From an optimization exercise on the open Yosys and OpenROAD flow, aimed at small area and a short achievable clock period; shortcuts taken in it are not production practice. RTL that was checked went through simulation tests only; none was proved equivalent to the original. No driver is modelled on the clock port, so clocking that relies on it looks cheaper here than on a real chip. No activity file was given, so power comes from the tool's default toggle rates.

## run H
==> flow/design.v (excerpt) <==
module bist #(
    parameter size   = 6,
    parameter length = 8
)(
    input  logic                 clk,
    input  logic                 rst,
    input  logic                 start,
    input  logic                 csin,
    input  logic                 rwbarin,
    input  logic                 opr,
    input  logic [size-1:0]      address,
    input  logic [length-1:0]    datain,
    output logic [length-1:0]    dataout,
    output logic                 fail
);
For scale: ~560 flip-flops, about 29 I/O pins.
==> flow/config.mk <==
export PLATFORM = sky130hd
export DESIGN_NAME = bist
export DESIGN_NICKNAME = bist
export VERILOG_FILES = /design/flow/design.v
export SDC_FILE = /design/flow/constraint.sdc
export NUM_CORES = 4
export LEC_CHECK = 0
export CAP_MARGIN = 20
export CORE_MARGIN = 2
export CORE_UTILIZATION = 60
export CTS_CLUSTER_DIAMETER = 120
export CTS_CLUSTER_SIZE = 24
export SETUP_SLACK_MARGIN = 3.3
export SLEW_MARGIN = 20
export SYNTH_HIERARCHICAL = 1
==> flow/constraint.sdc <==
create_clock -name core_clock -period 6.0 [get_ports {clk}]
set_input_delay 1.2000 -clock core_clock [delete_from_list [all_inputs] [get_ports {clk}]]
set_output_delay 1.2000 -clock core_clock [all_outputs]
set_load 0.01 [all_outputs]
run.sh (not shown) runs the stock make flow with config.mk's settings and CLKGATE_MAP_FILE= SYNTH_SCRIPT=/design/flow/synth_recipe.tcl, a recipe that flattens the netlist after the stock synthesis.
The following lists how run R was set up differently from run H:
- swapping 3.3 for 3.0 in SETUP_SLACK_MARGIN
Results
Run R ran to completion and came out clean on the timing, DRC and antenna checks.
Net total in the final layout ended up about 5.5% lower on run R than on run H.
[diff] final area, run R relative to run H: improvement
Compared with run H, run R shows a higher share of total power in the clock network.
Run R — fraction of area in registers 4.0 points higher, run H as reference
On fraction of power consumed by combinational cells, the lower figure sits with run R, not run H.
Cell count of the worst reg-to-reg path is lower on run R
Count of clock-buffer cells in the layout: run R vs run H identical
Period utilization: run R vs run H up 0.23 points
Delta (run R minus run H): internal power down 4.8%, combined global-route utilization of all metal layers -1.4 points, number of search-and-repair iterations in the first detailed-routing pass level.
Run R reports its uppermost layer routed as met4 while run H reports met5.
Function was not checked in any run of this note: the RTL went through the layout flow alone.

red:
The RTL this note starts from:
==> flow/design.v <==
`timescale 1ns/1ps
module ao8 (
    input  logic [7:0] s,
    input  logic [7:0] d,
    output logic       y
);
    assign y = |(s & d);
endmodule
module nor2m (input logic a, b, output logic y);
    assign y = ~(a | b);
endmodule
module nor3m (input logic a, b, c, output logic y);
    assign y = ~(a | b | c);
endmodule
module nand4m (input logic a, b, c, d, output logic y);
    assign y = ~(a & b & c & d);
endmodule
module pre3k (
    input  logic [2:0] a,
    input  logic       idle,
    input  logic       k,
    input  logic [7:0] t,
    input  logic       tk,
    output logic [7:0] y_n
);
    always_comb begin
        for (int i = 0; i < 8; i++)
            y_n[i] = ~((idle && k && a == i[2:0]) || (t[i] && tk));
    end
endmodule
module pre3u (
    input  logic [2:0] a,
    input  logic       idle,
    input  logic [7:0] t,
    output logic [7:0] y_n
);
    always_comb begin
        for (int i = 0; i < 8; i++)
            y_n[i] = ~((idle && a == i[2:0]) || t[i]);
    end
endmodule
module wdat (
    input  logic [7:0] datain,
    input  logic       idle,
    input  logic       pat,
    output logic [7:0] wd
);
    assign wd = idle ? datain : {pat, 1'b0, pat, 1'b0, pat, 1'b0, pat, 1'b0};
endmodule
module bist #(
    parameter size   = 6,
    parameter length = 8
)(
    input  logic                 clk,
    input  logic                 rst,
    input  logic                 start,
    input  logic                 csin,
    input  logic                 rwbarin,
    input  logic                 opr,
    input  logic [size-1:0]      address,
    input  logic [length-1:0]    datain,
    output logic [length-1:0]    dataout,
    output logic                 fail
);
    logic       NbarT;
    logic       cout;
    logic [7:0] qlo;        
    logic [7:0] qhi;        
    logic       q6;         
    logic       pat;        
    wire next_T = NbarT ? ~cout : start;
    always_ff @(posedge clk or posedge rst) begin
        if (rst)
            NbarT <= 1'b0;
        else
            NbarT <= next_T;
    end
    always_ff @(posedge clk or posedge rst) begin
        if (rst) begin
            qlo <= 8'd0;
            qhi <= 8'd0;
        end else if (!next_T) begin
            qlo <= 8'd0;
            qhi <= 8'd0;
        end else if (!NbarT) begin
            qlo <= 8'd1;
            qhi <= 8'd1;
        end else begin
            qlo <= {qlo[6:0], qlo[7]};
            if (qlo[7])
                qhi <= {qhi[6:0], qhi[7]};
        end
    end
    always_ff @(posedge clk) begin
        if (!NbarT) begin
            q6   <= 1'b0;
            cout <= 1'b0;
        end else begin
            if (qlo[7] && qhi[7])
                q6 <= ~q6;
            cout <= qlo[7] && qhi[7] && q6;
        end
    end
    wire q_zero = qlo[0] && qhi[0] && !q6;
    always_ff @(posedge clk or posedge rst) begin
        if (rst)
            pat <= 1'b0;
        else if (NbarT && q_zero)
            pat <= 1'b1;
    end
    wire [7:0] P = {pat, 1'b0, pat, 1'b0, pat, 1'b0, pat, 1'b0};
    wire next_q6 = NbarT && (q6 ^ (qlo[7] && qhi[7]));
    logic idle, tr, tw;
    always_ff @(posedge clk or posedge rst) begin
        if (rst) begin
            idle <= 1'b1;
            tr   <= 1'b0;
            tw   <= 1'b0;
        end else begin
            idle <= ~next_T;
            tr   <= next_T && next_q6;
            tw   <= next_T && !next_q6;
        end
    end
    wire       we   = tw || (idle && !rwbarin);
    wire [7:0] wd   = idle ? datain : P;
    logic [7:0] rlo_n, rhi_n, wlo_n, whi_n;
    pre3k u_rlo (.a(address[2:0]), .idle(idle), .k(rwbarin),  .t(qlo), .tk(tr), .y_n(rlo_n));
    pre3u u_rhi (.a(address[5:3]), .idle(idle), .t(qhi), .y_n(rhi_n));
    pre3k u_wlo (.a(address[2:0]), .idle(idle), .k(~rwbarin), .t(qlo), .tk(tw), .y_n(wlo_n));
    pre3u u_whi (.a(address[5:3]), .idle(idle), .t(qhi), .y_n(whi_n));
    logic [63:0] rsel, wen;
    for (genvar r = 0; r < 64; r++) begin : g_sel
        nor2m u_rs (.a(rhi_n[r / 8]), .b(rlo_n[r % 8]), .y(rsel[r]));
        nor2m u_ws (.a(whi_n[r / 8]), .b(wlo_n[r % 8]), .y(wen[r]));
    end
    logic [7:0] mem [64];
    logic [7:0] wdg [4];
    for (genvar g = 0; g < 4; g++) begin : g_wd
        wdat u_wd (.datain(datain), .idle(idle), .pat(pat), .wd(wdg[g]));
    end
    for (genvar r = 0; r < 64; r++) begin : g_word
        always_ff @(posedge clk) begin
            if (wen[r])
                mem[r] <= wdg[r / 16];
        end
    end
    wire [7:0] bw = wd & {8{we}};
    logic [7:0] rd;
    for (genvar b = 0; b < 8; b++) begin : g_bit
        logic [63:0] col;
        logic [7:0]  p;
        logic [3:0]  n;
        for (genvar r = 0; r < 64; r++) begin : g_col
            assign col[r] = mem[r][b];
        end
        for (genvar m = 0; m < 8; m++) begin : g_p
            ao8 u_ao (.s(rsel[m*8 +: 8]), .d(col[m*8 +: 8]), .y(p[m]));
        end
        nor2m  u_n0 (.a(p[0]), .b(p[1]), .y(n[0]));
        nor2m  u_n1 (.a(p[2]), .b(p[3]), .y(n[1]));
        nor2m  u_n2 (.a(p[4]), .b(p[5]), .y(n[2]));
        nor3m  u_n3 (.a(p[6]), .b(p[7]), .c(bw[b]), .y(n[3]));
        nand4m u_rd (.a(n[0]), .b(n[1]), .c(n[2]), .d(n[3]), .y(rd[b]));
    end
    logic [7:0] dout;
    always_ff @(posedge clk) begin
        dout <= rd;
    end
    assign dataout = dout;
    always_ff @(posedge clk or posedge rst) begin
        if (rst)
            fail <= 1'b0;
        else if (NbarT && q_zero)
            fail <= 1'b0;
        else if (NbarT && opr && q6 && (dataout != P))
            fail <= 1'b1;
    end
endmodule
export LEC_CHECK = 0
export CAP_MARGIN = 20
export CORE_MARGIN = 2
export CORE_UTILIZATION = 60
export CTS_CLUSTER_DIAMETER = 120
export CTS_CLUSTER_SIZE = 24
export SETUP_SLACK_MARGIN = 3.4
export SLEW_MARGIN = 20
export SYNTH_HIERARCHICAL = 1
create_clock -name core_clock -period 6.0 [get_ports {clk}]
standard.sh (not shown) runs the stock make flow with config.mk's settings and CLKGATE_MAP_FILE= SYNTH_SCRIPT=/design/flow/synth_recipe.tcl, a recipe that flattens the netlist after the stock synthesis.
==> flow/flow/run.sh <==
#!/bin/bash
# The standard layout, with extra timing repair, greedy resizing of the
# worst path and area recovery after CTS (flow/extra_cts.tcl) and after
# global routing (flow/extra_grt.tcl), run through ORFS's POST_CTS_TCL and
# POST_GLOBAL_ROUTE_TCL hooks.
bash standard.sh "POST_CTS_TCL=$PWD/flow/extra_cts.tcl" "POST_GLOBAL_ROUTE_TCL=$PWD/flow/extra_grt.tcl" finish > standard.log 2>&1
==> flow/flow/downsize.tcl <==
# Area recovery: swap each combinational cell for its smallest drive-strength
# variant that keeps the worst setup slack, and keeps the paths through the
# cell at least keep ns above it. par is the parasitics source: placement
# or global_routing.
proc my_variants {lc} {
  set name [get_name $lc]
  if {![regexp {^(.*)_([0-9]+)$} $name -> base drive]} { return {} }
  set out {}
  foreach c [get_lib_cells */${base}_*] {
    if {[regexp "^${base}_\[0-9\]+\$" [get_name $c]] && [sta::equiv_cells $lc $c]} {
      lappend out [list [get_property $c area] $c]
    }
  }
  return [lsort -real -index 0 $out]
}

# Worst setup slack of the paths through an instance's outputs.
proc my_inst_slack {inst} {
  set worst 1e30
  foreach pin [get_pins -of_objects $inst -filter "direction==output"] {
    set sl [get_property $pin slack_max]
    if {$sl ne "" && $sl < $worst} { set worst $sl }
  }
  return $worst
}

proc my_downsize {{par placement} {keep 0.0} {tol 0.0}} {
  estimate_parasitics -$par
  set ws0 [worst_slack -max]
  set saved 0.0
  set insts {}
  foreach inst [get_cells *] {
    set lc [get_lib_cells -of_objects $inst]
    if {$lc eq "" || $lc eq "NULL"} continue
    if {[regexp {__(df|edf|sdf|dl|sdl)} [get_name $lc]]} continue
    set n [get_name $lc]
    if {[string match *clkbuf* $n] || [string match *tap* $n] || [string match *fill* $n] || [string match *decap* $n] || [string match *conb* $n]} continue
    lappend insts [list [get_property $lc area] $inst]
  }
  foreach item [lsort -real -decreasing -index 0 $insts] {
    set inst [lindex $item 1]
    set lc [get_lib_cells -of_objects $inst]
    set a0 [get_property $lc area]
    foreach v [my_variants $lc] {
      lassign $v a c
      if {$a >= $a0} break
      replace_cell $inst $c
      estimate_parasitics -$par
      if {[worst_slack -max] >= $ws0 - $tol && [my_inst_slack $inst] >= $ws0 + $keep} {
        set saved [expr {$saved + $a0 - $a}]
        set lc $c
        break
      }
      replace_cell $inst $lc
    }
  }
  estimate_parasitics -$par
  puts "my_downsize: saved $saved um2, worst slack $ws0 -> [worst_slack -max]"
}
==> flow/flow/extra_cts.tcl <==
# Runs after clock tree synthesis (ORFS POST_CTS_TCL hook).
# 1. Extra timing-repair passes: repair_timing often stops on one endpoint;
#    running it again from the repaired state lets it work on the rest.
# 2. Greedy resizing of the cells on the worst path (flow/upsize.tcl).
# 3. Area recovery: each combinational cell goes to its smallest drive
#    strength that keeps the worst setup slack (flow/downsize.tcl).
source [file join [file dirname [info script]] downsize.tcl]
source [file join [file dirname [info script]] upsize.tcl]
for {set i 0} {$i < 3} {incr i} {
  estimate_parasitics -placement
  repair_timing_helper
  detailed_placement
}
my_upsize placement 150
my_downsize placement 0.1
detailed_placement
check_placement -verbose
estimate_parasitics -placement
report_worst_slack -max
==> flow/flow/extra_grt.tcl <==
# Runs at the end of global routing (ORFS POST_GLOBAL_ROUTE_TCL hook):
# greedy resizing of the worst path and area recovery with global-route
# parasitics, then the routes and guides are brought up to date.
source [file join [file dirname [info script]] downsize.tcl]
source [file join [file dirname [info script]] upsize.tcl]
global_route -start_incremental
my_upsize global_routing 150
my_downsize global_routing 0.1
detailed_placement
global_route -end_incremental
check_placement -verbose
estimate_parasitics -global_routing
report_worst_slack -max
write_guides $::env(RESULTS_DIR)/route.guide
==> flow/flow/upsize.tcl <==
# Greedy sizing on the worst path: each step tries every larger drive
# strength of each cell driving a net on the worst path and keeps the one
# that most improves that path's endpoint slack without lowering the worst
# slack. Stops when no resize helps. par: placement or global_routing.
proc my_slack {name} {
  set obj [get_pins -quiet $name]
  if {$obj eq ""} { set obj [get_ports -quiet $name] }
  return [get_property $obj slack_max]
}

proc my_upsize {{par placement} {iters 200}} {
  estimate_parasitics -$par
  set ws_start [worst_slack -max]
  set n 0
  for {set it 0} {$it < $iters} {incr it} {
    set ws [worst_slack -max]
    set p [lindex [find_timing_paths -path_delay max -sort_by_slack -group_path_count 1 -endpoint_path_count 1] 0]
    if {$p eq ""} break
    set ep [get_property $p endpoint]
    set es0 [get_property $p slack]
    set epname [get_full_name $ep]
    set insts {}
    foreach pt [get_property $p points] {
      set pin [get_property $pt pin]
      if {[get_property $pin direction] ne "output"} continue
      set inst [get_cells -quiet -of_objects $pin]
      if {$inst eq ""} continue
      lappend insts $inst
    }
    set best_gain 0.001
    set best {}
    foreach inst $insts {
      set lc [get_lib_cells -quiet -of_objects $inst]
      if {$lc eq "" || $lc eq "NULL"} continue
      set ln [get_name $lc]
      if {[regexp {__(df|edf|sdf|dl|sdl)} $ln] || [string match *clkbuf* $ln]} continue
      set a0 [get_property $lc area]
      foreach v [my_variants $lc] {
        lassign $v a c
        if {$a <= $a0} continue
        replace_cell $inst $c
        estimate_parasitics -$par
        set es [my_slack $epname]
        set w [worst_slack -max]
        replace_cell $inst $lc
        set gain [expr {$es - $es0}]
        if {$w >= $ws - 1e-4 && $gain > $best_gain} {
          set best_gain $gain
          set best [list $inst $c]
        }
      }
    }
    if {$best eq {}} break
    replace_cell {*}$best
    estimate_parasitics -$par
    incr n
  }
  puts "my_upsize: $n resizes, worst slack $ws_start -> [worst_slack -max]"
}
The inputs of blue differ from those of red as listed below.
diff --git a/flow/flow/downsize.tcl b/flow/flow/downsize.tcl
--- a/flow/flow/downsize.tcl
+++ b/flow/flow/downsize.tcl
@@ -1,6 +1,5 @@
 # Area recovery: swap each combinational cell for its smallest drive-strength
-# variant that keeps the worst setup slack, and keeps the paths through the
-# cell at least keep ns above it. par is the parasitics source: placement
-# or global_routing.
+# variant that keeps the worst setup slack. par is the parasitics source:
+# placement or global_routing.
 proc my_variants {lc} {
   set name [get_name $lc]
@@ -15,15 +14,5 @@
 }
 
-# Worst setup slack of the paths through an instance's outputs.
-proc my_inst_slack {inst} {
-  set worst 1e30
-  foreach pin [get_pins -of_objects $inst -filter "direction==output"] {
-    set sl [get_property $pin slack_max]
-    if {$sl ne "" && $sl < $worst} { set worst $sl }
-  }
-  return $worst
-}
-
-proc my_downsize {{par placement} {keep 0.0} {tol 0.0}} {
+proc my_downsize {{par placement} {tol 0.0}} {
   estimate_parasitics -$par
   set ws0 [worst_slack -max]
@@ -47,5 +36,5 @@
       replace_cell $inst $c
       estimate_parasitics -$par
-      if {[worst_slack -max] >= $ws0 - $tol && [my_inst_slack $inst] >= $ws0 + $keep} {
+      if {[worst_slack -max] >= $ws0 - $tol} {
         set saved [expr {$saved + $a0 - $a}]
         set lc $c
diff --git a/flow/flow/extra_cts.tcl b/flow/flow/extra_cts.tcl
--- a/flow/flow/extra_cts.tcl
+++ b/flow/flow/extra_cts.tcl
@@ -13,5 +13,5 @@
 }
 my_upsize placement 150
-my_downsize placement 0.1
+my_downsize placement
 detailed_placement
 check_placement -verbose
diff --git a/flow/flow/extra_grt.tcl b/flow/flow/extra_grt.tcl
--- a/flow/flow/extra_grt.tcl
+++ b/flow/flow/extra_grt.tcl
@@ -6,5 +6,5 @@
 global_route -start_incremental
 my_upsize global_routing 150
-my_downsize global_routing 0.1
+my_downsize global_routing
 detailed_placement
 global_route -end_incremental
==> comparison <==
blue: power density relative to cell area is about 1.6% higher than what red reported.
Timing endpoint of the critical path: dout[2] -> blue, dout[7] -> red
Looking at number of cells on the worst reg-to-reg path across blue and red, the one that comes out higher is blue.
Delta (blue minus red): final design instance area without fill down 1.8%; total power of the final layout saw little to no change; final cycle utilization of the critical path moved up; worst setup slack after layout went down by 0.012 ns.
Setup changes, blue to green
- swapping 24 for 16 in CTS_CLUSTER_SIZE
- swapping 120 for 80 in CTS_CLUSTER_DIAMETER
- swapping 60 for 70 in CORE_UTILIZATION
- putting CTS_BUF_LIST at sky130_fd_sc_hd__clkbuf_8 where nothing was set
==> flow/flow/run.sh <==
#!/bin/bash
# The standard layout, with extra timing repair, greedy resizing of the
# worst path (cells on it and the other loads of its nets) and area recovery after CTS (flow/extra_cts.tcl) and after
# global routing (flow/extra_grt.tcl), run through ORFS's POST_CTS_TCL and
# POST_GLOBAL_ROUTE_TCL hooks.
bash standard.sh "POST_CTS_TCL=$PWD/flow/extra_cts.tcl" "POST_GLOBAL_ROUTE_TCL=$PWD/flow/extra_grt.tcl" finish > standard.log 2>&1
diff --git a/flow/flow/upsize.tcl b/flow/flow/upsize.tcl
--- a/flow/flow/upsize.tcl
+++ b/flow/flow/upsize.tcl
@@ -1,6 +1,7 @@
 # Greedy sizing on the worst path: each step tries every larger drive
-# strength of each cell driving a net on the worst path and keeps the one
-# that most improves that path's endpoint slack without lowering the worst
-# slack. Stops when no resize helps. par: placement or global_routing.
+# strength of each cell driving a net on the worst path, and every smaller
+# one of the other cells those nets drive, and keeps the change that most
+# improves that path's endpoint slack without lowering the worst slack.
+# Stops when no resize helps. par: placement or global_routing.
 proc my_slack {name} {
   set obj [get_pins -quiet $name]
@@ -21,10 +22,22 @@
     set epname [get_full_name $ep]
     set insts {}
+    set loads {}
     foreach pt [get_property $p points] {
       set pin [get_property $pt pin]
       if {[get_property $pin direction] ne "output"} continue
       set inst [get_cells -quiet -of_objects $pin]
-      if {$inst eq ""} continue
-      lappend insts $inst
+      if {$inst ne ""} { lappend insts $inst }
+      set net [get_nets -quiet -of_objects $pin]
+      if {$net ne ""} {
+        foreach lp [get_pins -quiet -of_objects $net -filter "direction==input"] {
+          lappend loads [get_cells -of_objects $lp]
+        }
+      }
+    }
+    set onpath {}
+    foreach i $insts { lappend onpath [get_full_name $i] }
+    set side {}
+    foreach l $loads {
+      if {[lsearch -exact $onpath [get_full_name $l]] < 0} { lappend side $l }
     }
     set best_gain 0.001
@@ -34,5 +47,5 @@
       if {$lc eq "" || $lc eq "NULL"} continue
       set ln [get_name $lc]
-      if {[regexp {__(df|edf|sdf|dl|sdl)} $ln] || [string match *clkbuf* $ln]} continue
+      if {[string match *clkbuf* $ln]} continue
       set a0 [get_property $lc area]
       foreach v [my_variants $lc] {
@@ -51,5 +64,27 @@
       }
     }
-    if {$best eq {}} break
+    # Smaller off-path loads on the path's nets.
+    foreach inst $side {
+      set lc [get_lib_cells -quiet -of_objects $inst]
+      if {$lc eq "" || $lc eq "NULL"} continue
+      set ln [get_name $lc]
+      if {[regexp {__(df|edf|sdf|dl|sdl)} $ln] || [string match *clkbuf* $ln]} continue
+      set a0 [get_property $lc area]
+      foreach v [my_variants $lc] {
+        lassign $v a c
+        if {$a >= $a0} break
+        replace_cell $inst $c
+        estimate_parasitics -$par
+        set es [my_slack $epname]
+        set w [worst_slack -max]
+        replace_cell $inst $lc
+        set gain [expr {$es - $es0}]
+        if {$w >= $ws - 1e-4 && $gain > $best_gain} {
+          set best_gain $gain
+          set best [list $inst $c]
+        }
+      }
+    }
+    if {$best eq {}} { puts "my_upsize: stuck at $epname ($es0), [llength $insts] on path, [llength $side] side loads"; break }
     replace_cell {*}$best
     estimate_parasitics -$par
--- outcome ---
Final clock period utilization by the worst path (green over blue): increase, 0.86 points
Against blue, wire length in green came out better.
rwbarin as the launching element of the worst setup path was reported by green, and address[3] by blue.
green vs. blue: critical path depth went up by 1.
More vias were needed by green than by blue.
Largest net degree at the start of global routing delta for green relative to blue: 3.8% lower
Edits applied to the flow inputs when going from green to orange:
- CTS_CLUSTER_SIZE now 24, was 16
- CTS_CLUSTER_DIAMETER now 120, was 80
- CTS_BUF_LIST no longer set, was sky130_fd_sc_hd__clkbuf_8
==> flow/flow/run.sh <==
#!/bin/bash
# The standard layout, with extra timing repair, greedy resizing of the
# worst path and area recovery after CTS (flow/extra_cts.tcl) and after
# global routing (flow/extra_grt.tcl), run through ORFS's POST_CTS_TCL and
# POST_GLOBAL_ROUTE_TCL hooks.
bash standard.sh "POST_CTS_TCL=$PWD/flow/extra_cts.tcl" "POST_GLOBAL_ROUTE_TCL=$PWD/flow/extra_grt.tcl" finish > standard.log 2>&1
==> flow/flow/upsize.tcl <==
# Greedy sizing on the worst path: each step tries every larger drive
# strength of each cell driving a net on the worst path and keeps the one
# that most improves that path's endpoint slack without lowering the worst
# slack. Stops when no resize helps. par: placement or global_routing.
proc my_slack {name} {
  set obj [get_pins -quiet $name]
  if {$obj eq ""} { set obj [get_ports -quiet $name] }
  return [get_property $obj slack_max]
}

proc my_upsize {{par placement} {iters 200}} {
  estimate_parasitics -$par
  set ws_start [worst_slack -max]
  set n 0
  for {set it 0} {$it < $iters} {incr it} {
    set ws [worst_slack -max]
    set p [lindex [find_timing_paths -path_delay max -sort_by_slack -group_path_count 1 -endpoint_path_count 1] 0]
    if {$p eq ""} break
    set ep [get_property $p endpoint]
    set es0 [get_property $p slack]
    set epname [get_full_name $ep]
    set insts {}
    foreach pt [get_property $p points] {
      set pin [get_property $pt pin]
      if {[get_property $pin direction] ne "output"} continue
      set inst [get_cells -quiet -of_objects $pin]
      if {$inst eq ""} continue
      lappend insts $inst
    }
    set best_gain 0.001
    set best {}
    foreach inst $insts {
      set lc [get_lib_cells -quiet -of_objects $inst]
      if {$lc eq "" || $lc eq "NULL"} continue
      set ln [get_name $lc]
      if {[regexp {__(df|edf|sdf|dl|sdl)} $ln] || [string match *clkbuf* $ln]} continue
      set a0 [get_property $lc area]
      foreach v [my_variants $lc] {
        lassign $v a c
        if {$a <= $a0} continue
        replace_cell $inst $c
        estimate_parasitics -$par
        set es [my_slack $epname]
        set w [worst_slack -max]
        replace_cell $inst $lc
        set gain [expr {$es - $es0}]
        if {$w >= $ws - 1e-4 && $gain > $best_gain} {
          set best_gain $gain
          set best [list $inst $c]
        }
      }
    }
    if {$best eq {}} break
    replace_cell {*}$best
    estimate_parasitics -$par
    incr n
  }
  puts "my_upsize: $n resizes, worst slack $ws_start -> [worst_slack -max]"
}
orange | stages: all done | timing, DRC, antenna: all pass. Looking at the reports, green completed the entire flow and the layout it produced met the timing, DRC and antenna checks. green → orange: count of placed standard cells in the final layout, fillers left out went down by 17, clock period minus worst slack was more or less identical, met2 layer usage reported by global route went up by 0.46 points. On design area, orange tracks green almost exactly.
The inputs of purple differ from those of orange as listed below.
- CORE_UTILIZATION: 70 -> 60
- CTS_CLUSTER_DIAMETER: 120 -> 80
- CTS_CLUSTER_SIZE: 24 -> 16
- CTS_BUF_LIST: unset -> sky130_fd_sc_hd__clkbuf_8
==> comparison <==
- [compare] base=orange new=purple: routed wire length picked up an extra about 3.5%; area of the multi-input gates went up 3.6%; clock transition at the registers of the reported paths +0.02 ns.
- Cmp purple and orange / number of inserted diodes / lower: orange
- Diff orange -> purple | first-pass GRT wire length | up by a few percent
- Comparing purple and orange, the higher portion of total power attributed to the clock network is on orange.
- Per the comparison of purple with orange, maximum frequency rose by about 1.1%, fraction of area in multi-input gates moved up.
- sky130_fd_sc_hd__a22oi_1 as the highest-delay cell along the critical path was reported by purple, and sky130_fd_sc_hd__a32oi_4 by orange.
- purple: met2 usage in global routing 7.7 points below orange
- Taking orange as the reference, in purple largest driver fanout on the critical path higher, final instance area up 0.69%.

[afterwards: timing with drivers on the ports]
The results above use ideal ports. As a check the final layouts listed here were re-extracted and re-timed, cells and wires unchanged. Step 1 assumes that a clkbuf_16 drives the clock port and a buf_2 every other input. Step 2 adds t to the input delays and takes it off the output delays; t is the mean of the earliest and latest rising clock arrival at the registers after step 1. Input paths then give back, and output paths get back, about the clock's delay inside the block. Slacks: no drivers / after step 1 / after step 2; pairs: no drivers / after step 1.
| run | shift t [ns] | setup slack, ns | hold WS [ns] | latest minus earliest clock arrival (ns) | worst slew at a driven data input, ns |
|---|---|---|---|---|---|
| run H | 0.639 | 3.109 / 3.100 / 2.697 | 0.457 / 0.457 / 0.457 | 0.033 / 0.033 | 0.04 |
| run R | 0.625 | 3.095 / 3.050 / 2.503 | 0.415 / 0.415 / 0.415 | 0.023 / 0.023 | 0.09 |
| red | 0.615 | 3.453 / 3.440 / 2.830 | 0.545 / 0.545 / 0.545 | 0.028 / 0.029 | 0.08 |
| blue | 0.615 | 3.441 / 3.432 / 2.817 | 0.544 / 0.544 / 0.544 | 0.029 / 0.029 | 0.09 |
| green | 0.616 | 3.389 / 3.396 / 2.780 | 0.546 / 0.546 / 0.546 | 0.029 / 0.030 | 0.09 |
| orange | 0.607 | 3.389 / 3.390 / 2.783 | 0.539 / 0.539 / 0.539 | 0.033 / 0.033 | 0.09 |
| purple | 0.632 | 3.417 / 3.398 / 2.766 | 0.520 / 0.520 / 0.520 | 0.050 / 0.050 | 0.08 |
After both steps every run listed still meets setup and hold. For purple, which loses most, drivers alone change the setup slack by -0.019 ns; drivers and shift together by -0.651 ns.
